From an optimization exercise on the open Yosys and OpenROAD flow, aimed at small area; shortcuts taken in it are not production practice.
The RTL was checked by simulation tests, not by an equivalence proof against the original design.
Power and IR drop assume default switching activity.

==> flow/design.v <==
module FIFO (
    output [WIDTH-1:0] data_out,         
    output valid,                        
    output [$clog2(DEPTH)-1:0] count,    
    output reg overflow,                 
    output reg underflow,                
    output full,                         
    output near_full,                    
    output near_empty,                   
    output empty,                        
    input [WIDTH-1:0] data_in,           
    input clk,                           
    input wr_en,                         
    input rd_en,                         
    input rst                            
);
parameter WIDTH = 8;
parameter DEPTH = 32;
parameter near_e_depth = 2;
parameter near_f_depth = 2;
localparam AW = $clog2(DEPTH);
reg [WIDTH-1:0] mem [0:DEPTH-1];
reg [AW-1:0]    n;
reg             none_read;
assign count      = n;
assign empty      = (n == 0);
assign full       = (n == DEPTH-1);
assign near_empty = (n <= near_e_depth) && !empty;
assign near_full  = (n >= (DEPTH-1 - near_f_depth)) && !full;
assign valid      = rd_en && !empty;
wire wr_ok = wr_en && !full;
wire rd_ok = rd_en && !empty;
wire cnt_up = wr_ok && !rd_ok;
wire cnt_dn = rd_ok && !wr_ok;
reg [AW-1:0] n_tgl;
integer t;
always @(*)
    for (t = 0; t < AW; t = t + 1)
        n_tgl[t] = (cnt_up && &(n | ({AW{1'b1}} << t))) ||
                   (cnt_dn && ~|(n & ~({AW{1'b1}} << t)));
always @(posedge clk or negedge rst) begin
    if (!rst) begin
        n         <= 'b0;
        overflow  <= 1'b0;
        underflow <= 1'b0;
        none_read <= 1'b1;
    end else begin
        n <= n ^ n_tgl;
        if (rd_ok)
            overflow <= 1'b0;
        else if (wr_en && full)
            overflow <= 1'b1;
        if (rd_en && empty)
            underflow <= 1'b1;
        else if (wr_ok)
            underflow <= 1'b0;
        if (rd_ok)
            none_read <= 1'b0;
    end
end
always @(posedge clk)
    if (wr_ok)
        mem[0] <= data_in;
genvar g;
generate
    for (g = 1; g < DEPTH; g = g + 1) begin : shift
        always @(posedge clk)
            if (wr_ok)
                mem[g] <= mem[g-1];
    end
endgenerate
wire [DEPTH-1:0] sel = {{(DEPTH-1){1'b0}}, !none_read} << n;
genvar b, j;
generate
    for (b = 0; b < WIDTH; b = b + 1) begin : rd
        wire [10:0] grp_n;
        for (j = 0; j < 10; j = j + 1) begin : g3
            FIFO_aoi222 u (
                .a1(mem[3*j][b]),   .a2(sel[3*j]),
                .b1(mem[3*j+1][b]), .b2(sel[3*j+1]),
                .c1(mem[3*j+2][b]), .c2(sel[3*j+2]),
                .y(grp_n[j]));
        end
        FIFO_aoi22 u30 (
            .a1(mem[30][b]), .a2(sel[30]),
            .b1(mem[31][b]), .b2(sel[31]),
            .y(grp_n[10]));
        assign data_out[b] = ~&grp_n;
    end
endgenerate
endmodule
module FIFO_aoi222 (input a1, a2, b1, b2, c1, c2, output y);
    assign y = ~((a1 & a2) | (b1 & b2) | (c1 & c2));
endmodule
module FIFO_aoi22 (input a1, a2, b1, b2, output y);
    assign y = ~((a1 & a2) | (b1 & b2));
endmodule
Settings: LEC_CHECK=0, CAP_MARGIN=20, CORE_MARGIN=2, CORE_UTILIZATION=65, PLACE_DENSITY=0.75, SLEW_MARGIN=20, SYNTH_HIERARCHICAL=1, SYNTH_MINIMUM_KEEP_SIZE=0; clock period 5.0 ns.
standard.sh (not shown) runs the stock make flow with config.mk's settings and CLKGATE_MAP_FILE= SYNTH_SCRIPT=/design/flow/synth_recipe.tcl, a recipe that flattens the netlist after the stock synthesis.
==> flow/flow/run.sh <==
#!/bin/bash
# The standard layout, with three changes that only shrink the cells:
#  - ports are buffered with buf_1,
#  - the clock tree uses clkbuf_4/clkbuf_8 in clusters of 20 sinks and no
#    dummy loads,
#  - after placement, gates that synthesis upsized are sized back down where
#    timing allows (downsize.tcl), then slew/cap are repaired as usual.
# make's output goes to standard_*.log here and each tool's full log to
# orfs/logs; downsize.tcl's output goes to downsize.log.
set -euo pipefail
export BUFFER_PORTS_ARGS="-buffer_cell sky130_fd_sc_hd__buf_1"
export CTS_ARGS="-sink_clustering_enable -repair_clock_nets -dont_use_dummy_load -buf_list {sky130_fd_sc_hd__clkbuf_8} -sink_clustering_size 16 -sink_clustering_max_diameter 60"
bash standard.sh place > standard_place.log 2>&1

openroad -no_init -exit flow/downsize.tcl -log downsize_tool.log > downsize.log 2>&1 || true
bash standard.sh > standard_finish.log 2>&1
==> flow/flow/downsize.tcl <==
# Runs between the standard placement and clock-tree synthesis.
# Synthesis and the floorplan's timing repair (which works from wire-load
# models) leave some gates and buffers larger than the placed design needs.
# Size each combinational gate and buffer down to the smallest drive of the
# same function that keeps setup slack and slews comfortable, then let
# repair_design / repair_timing fix anything that is left.
set P $::env(FLOW_HOME)/platforms/sky130hd
set R orfs/results/sky130hd/FIFO/base
read_lef $P/lef/sky130_fd_sc_hd.tlef
read_lef $P/lef/sky130_fd_sc_hd_merged.lef
read_liberty $P/lib/sky130_fd_sc_hd__tt_025C_1v80.lib
read_db $R/3_place.odb
read_sdc $R/3_place.sdc
source $P/setRC.tcl
set_dont_use [concat [get_lib_cells sky130_fd_sc_hd__probe*] [get_lib_cells sky130_fd_sc_hd__lpflow_*]]
estimate_parasitics -placement
puts "area before [expr {[rsz::design_area] * 1e12}]"
report_worst_slack -max

set slew_cap 0.75e-9
set slack_floor 0.4e-9

proc ok_now {inst} {
  global slew_cap slack_floor
  estimate_parasitics -placement
  if {[sta::max_slew_violation_count] > 0} { return 0 }
  if {[sta::max_capacitance_violation_count] > 0} { return 0 }
  if {[sta::worst_slack_cmd max] < $slack_floor} { return 0 }
  foreach p [get_pins -of_objects $inst -filter "direction==output"] {
    if {[get_property $p slew_max] > $slew_cap * 1e9} { return 0 }
  }
  return 1
}
puts "slack [sta::worst_slack_cmd max] slew viol [sta::max_slew_violation_count]"

proc lib_area {lc} { return [get_property $lc area] }

set cands {}
foreach inst [get_cells *] {
  set m [get_property $inst ref_name]
  if {![regexp {^(sky130_fd_sc_hd__[a-z0-9]+)_([0-9]+)$} $m -> base sz]} { continue }
  if {[regexp {df|dl|clk|tap|fill|decap|conb|probe|lpflow} $base]} { continue }
  lappend cands [list [lib_area [get_lib_cells $m]] $inst $base $m]
}
set saved 0.0
foreach c [lsort -real -decreasing -index 0 $cands] {
  lassign $c a inst base m
  set smaller {}
  foreach lc [get_lib_cells ${base}_*] {
    if {![regexp "^${base}_\[0-9\]+\$" [get_name $lc]]} { continue }
    set la [lib_area $lc]
    if {$la < $a} { lappend smaller [list $la $lc] }
  }
  foreach s [lsort -real -increasing -index 0 $smaller] {
    lassign $s la lc
    replace_cell $inst $lc
    if {[ok_now $inst]} {
      set saved [expr {$saved + $a - $la}]
      puts "downsized [get_full_name $inst] $m -> [get_name $lc]"
      break
    }
    replace_cell $inst [get_lib_cells $m]
  }
}
estimate_parasitics -placement
puts "saved $saved"
repair_design -slew_margin 20 -cap_margin 20 -verbose
repair_timing -setup -verbose
puts "area after [expr {[rsz::design_area] * 1e12}]"
report_worst_slack -max
detailed_placement
check_placement
write_db $R/3_place.odb
Next try:
--- a/flow/flow/run.sh
+++ b/flow/flow/run.sh
@@ -12,5 +12,5 @@
 export CTS_ARGS="-sink_clustering_enable -repair_clock_nets -dont_use_dummy_load -buf_list {sky130_fd_sc_hd__clkbuf_8} -sink_clustering_size 16 -sink_clustering_max_diameter 60"
 bash standard.sh place > standard_place.log 2>&1
-
+R=orfs/results/${FLOW_PLATFORM:-sky130hd}/FIFO/base
 openroad -no_init -exit flow/downsize.tcl -log downsize_tool.log > downsize.log 2>&1 || true
 bash standard.sh > standard_finish.log 2>&1
==> flow/flow/downsize.tcl (replaced) <==
set P $::env(FLOW_HOME)/platforms/sky130hd
set R orfs/results/sky130hd/FIFO/base
read_lef $P/lef/sky130_fd_sc_hd.tlef
read_lef $P/lef/sky130_fd_sc_hd_merged.lef
read_liberty $P/lib/sky130_fd_sc_hd__tt_025C_1v80.lib
read_db $R/3_place.odb
read_sdc $R/3_place.sdc
source $P/setRC.tcl
set_dont_use [concat [get_lib_cells sky130_fd_sc_hd__probe*] [get_lib_cells sky130_fd_sc_hd__lpflow_*]]
estimate_parasitics -placement
puts "area before [rsz::design_area]"
report_worst_slack -max
# Size every combinational gate down to its smallest drive of the same
# function; repair_design and repair_timing below size back up what needs it.
set n_swapped 0
foreach inst [get_cells *] {
  set m [get_property $inst ref_name]
  if {![regexp {^(sky130_fd_sc_hd__[a-z0-9]+)_([0-9]+)$} $m -> base sz]} { continue }
  if {[regexp {df|dl|clk|tap|fill|decap|conb|probe|lpflow} $base]} { continue }
  foreach s {0 1} {
    if {$s >= $sz} { break }
    set lc [get_lib_cells -quiet ${base}_$s]
    if {[llength $lc]} {
      replace_cell $inst $lc
      incr n_swapped
      break
    }
  }
}
puts "swapped $n_swapped"
estimate_parasitics -placement
repair_design -slew_margin 20 -cap_margin 20 -verbose
repair_timing -setup -verbose
puts "area after [rsz::design_area]"
report_worst_slack -max
detailed_placement
check_placement
write_db $R/3_place.odb
Final area went up slightly.
Routed wire length hardly moves.
Utilization climbs by 0.64 points.
Global-route usage is higher by 0.23 points.
Die area stays the same.
Cell count climbs slightly.
Count of clock-buffer cells in the layout is unchanged.
Sequential share of layout area goes down by 0.72 points.
Next try:
==> flow/flow/run.sh (replaced) <==
#!/bin/bash
set -euo pipefail
export BUFFER_PORTS_ARGS="-buffer_cell sky130_fd_sc_hd__buf_1"
export CTS_ARGS="-sink_clustering_enable -repair_clock_nets -dont_use_dummy_load -buf_list {sky130_fd_sc_hd__clkbuf_16} -sink_clustering_size 36 -sink_clustering_max_diameter 80"
bash standard.sh > standard.log 2>&1
removed: flow/flow/downsize.tcl
After rerunning: Final area barely changes. Sequential cell count stays the same. Wire length is lower by about 0.45%. Power is higher by about 1.8%. Worst setup slack gains 0.032 ns. Die area does not change. Synthesized cell count stays the same.
Next try:
==> flow/flow/run.sh (replaced) <==
#!/bin/bash
# The standard layout, with three changes that only shrink the cells:
#  - ports are buffered with buf_1,
#  - the clock tree uses clkbuf_4/clkbuf_8 in clusters of 20 sinks and no
#    dummy loads,
#  - after placement, gates that synthesis upsized are sized back down where
#    timing allows (downsize.tcl), then slew/cap are repaired as usual.
# make's output goes to standard_*.log here and each tool's full log to
# orfs/logs; downsize.tcl's output goes to downsize.log.
set -euo pipefail
export BUFFER_PORTS_ARGS="-buffer_cell sky130_fd_sc_hd__buf_1"
export CTS_ARGS="-sink_clustering_enable -repair_clock_nets -dont_use_dummy_load -buf_list {sky130_fd_sc_hd__clkbuf_8} -sink_clustering_size 20 -sink_clustering_max_diameter 40"
bash standard.sh place > standard_place.log 2>&1
R=orfs/results/${FLOW_PLATFORM:-sky130hd}/FIFO/base
openroad -no_init -exit flow/downsize.tcl -log downsize_tool.log > downsize.log 2>&1 || true
bash standard.sh > standard_finish.log 2>&1
==> flow/flow/downsize.tcl (new file) <==
set P $::env(FLOW_HOME)/platforms/sky130hd
set R orfs/results/sky130hd/FIFO/base
read_lef $P/lef/sky130_fd_sc_hd.tlef
read_lef $P/lef/sky130_fd_sc_hd_merged.lef
read_liberty $P/lib/sky130_fd_sc_hd__tt_025C_1v80.lib
read_db $R/3_place.odb
read_sdc $R/3_place.sdc
source $P/setRC.tcl
set_dont_use [concat [get_lib_cells sky130_fd_sc_hd__probe*] [get_lib_cells sky130_fd_sc_hd__lpflow_*]]
estimate_parasitics -placement
puts "area before [rsz::design_area]"
report_worst_slack -max
# Size every combinational gate down to its smallest drive of the same
# function; repair_design and repair_timing below size back up what needs it.
set n_swapped 0
foreach inst [get_cells *] {
  set m [get_property $inst ref_name]
  if {![regexp {^(sky130_fd_sc_hd__[a-z0-9]+)_([0-9]+)$} $m -> base sz]} { continue }
  if {[regexp {df|dl|clk|tap|fill|decap|conb|probe|lpflow} $base]} { continue }
  foreach s {0 1} {
    if {$s >= $sz} { break }
    set lc [get_lib_cells -quiet ${base}_$s]
    if {[llength $lc]} {
      replace_cell $inst $lc
      incr n_swapped
      break
    }
  }
}
puts "swapped $n_swapped"
estimate_parasitics -placement
repair_design -slew_margin 20 -cap_margin 20 -verbose
repair_timing -setup -verbose
puts "area after [rsz::design_area]"
report_worst_slack -max
detailed_placement
check_placement
write_db $R/3_place.odb
Total power went up by 0.65%; routed wire length hardly moves; design area went up by 0.56%; clock-buffer cell count went up by 14; maximum frequency went down by 0.85%; die area stays the same.
Next try:
==> flow/flow/run.sh (replaced) <==
#!/bin/bash
set -euo pipefail
export BUFFER_PORTS_ARGS="-buffer_cell sky130_fd_sc_hd__buf_1"
export CTS_ARGS="-sink_clustering_enable -repair_clock_nets -dont_use_dummy_load -buf_list {sky130_fd_sc_hd__clkbuf_4 sky130_fd_sc_hd__clkbuf_8} -sink_clustering_size 20 -sink_clustering_max_diameter 80"
bash standard.sh > standard.log 2>&1
removed: flow/flow/downsize.tcl
Register-to-register slack improved by 0.65 ns. Routed wire length rises by 0.93%. Via count falls by 1.4%. Die area is unchanged. Setup slack got worse by 0.035 ns. Synthesized area is unchanged. Cell area falls by 1.2%. Utilization falls by 0.85 points. Clock skew falls by 0.013 ns. Synthesized cell count is unchanged. First-iteration DRC count rises by 0.51%.

==> separate check: timing with driven ports <==
The flow's constraints put no driver on any port. The routed layouts listed below were extracted and timed again, unchanged, in two steps. Step 1 sets driving cells, clkbuf_16 on the clock port and buf_2 on the other inputs (assumed; they add their load-dependent delay and slew). Step 2 moves the port delays by t, midway between the first and last clock arrival at a register: inputs arrive t later, outputs are due t later. That takes back most of the time a late clock gives input paths. a / b / c = ideal ports / drivers / drivers and shift; a / b = the first two.
run	t, ns	slack for setup (ns)	latest minus earliest clock arrival (ns)
the first run	0.526	0.889 / 0.854 / 1.381	0.057 / 0.057
the second run	0.532	0.787 / 0.753 / 1.284	0.050 / 0.051
the third run	0.496	0.819 / 0.778 / 1.274	0.062 / 0.062
the fourth run	0.558	0.783 / 0.748 / 1.306	0.080 / 0.080
the fifth run	0.521	0.748 / 0.710 / 1.231	0.067 / 0.066
After both steps every run listed still meets setup and hold.
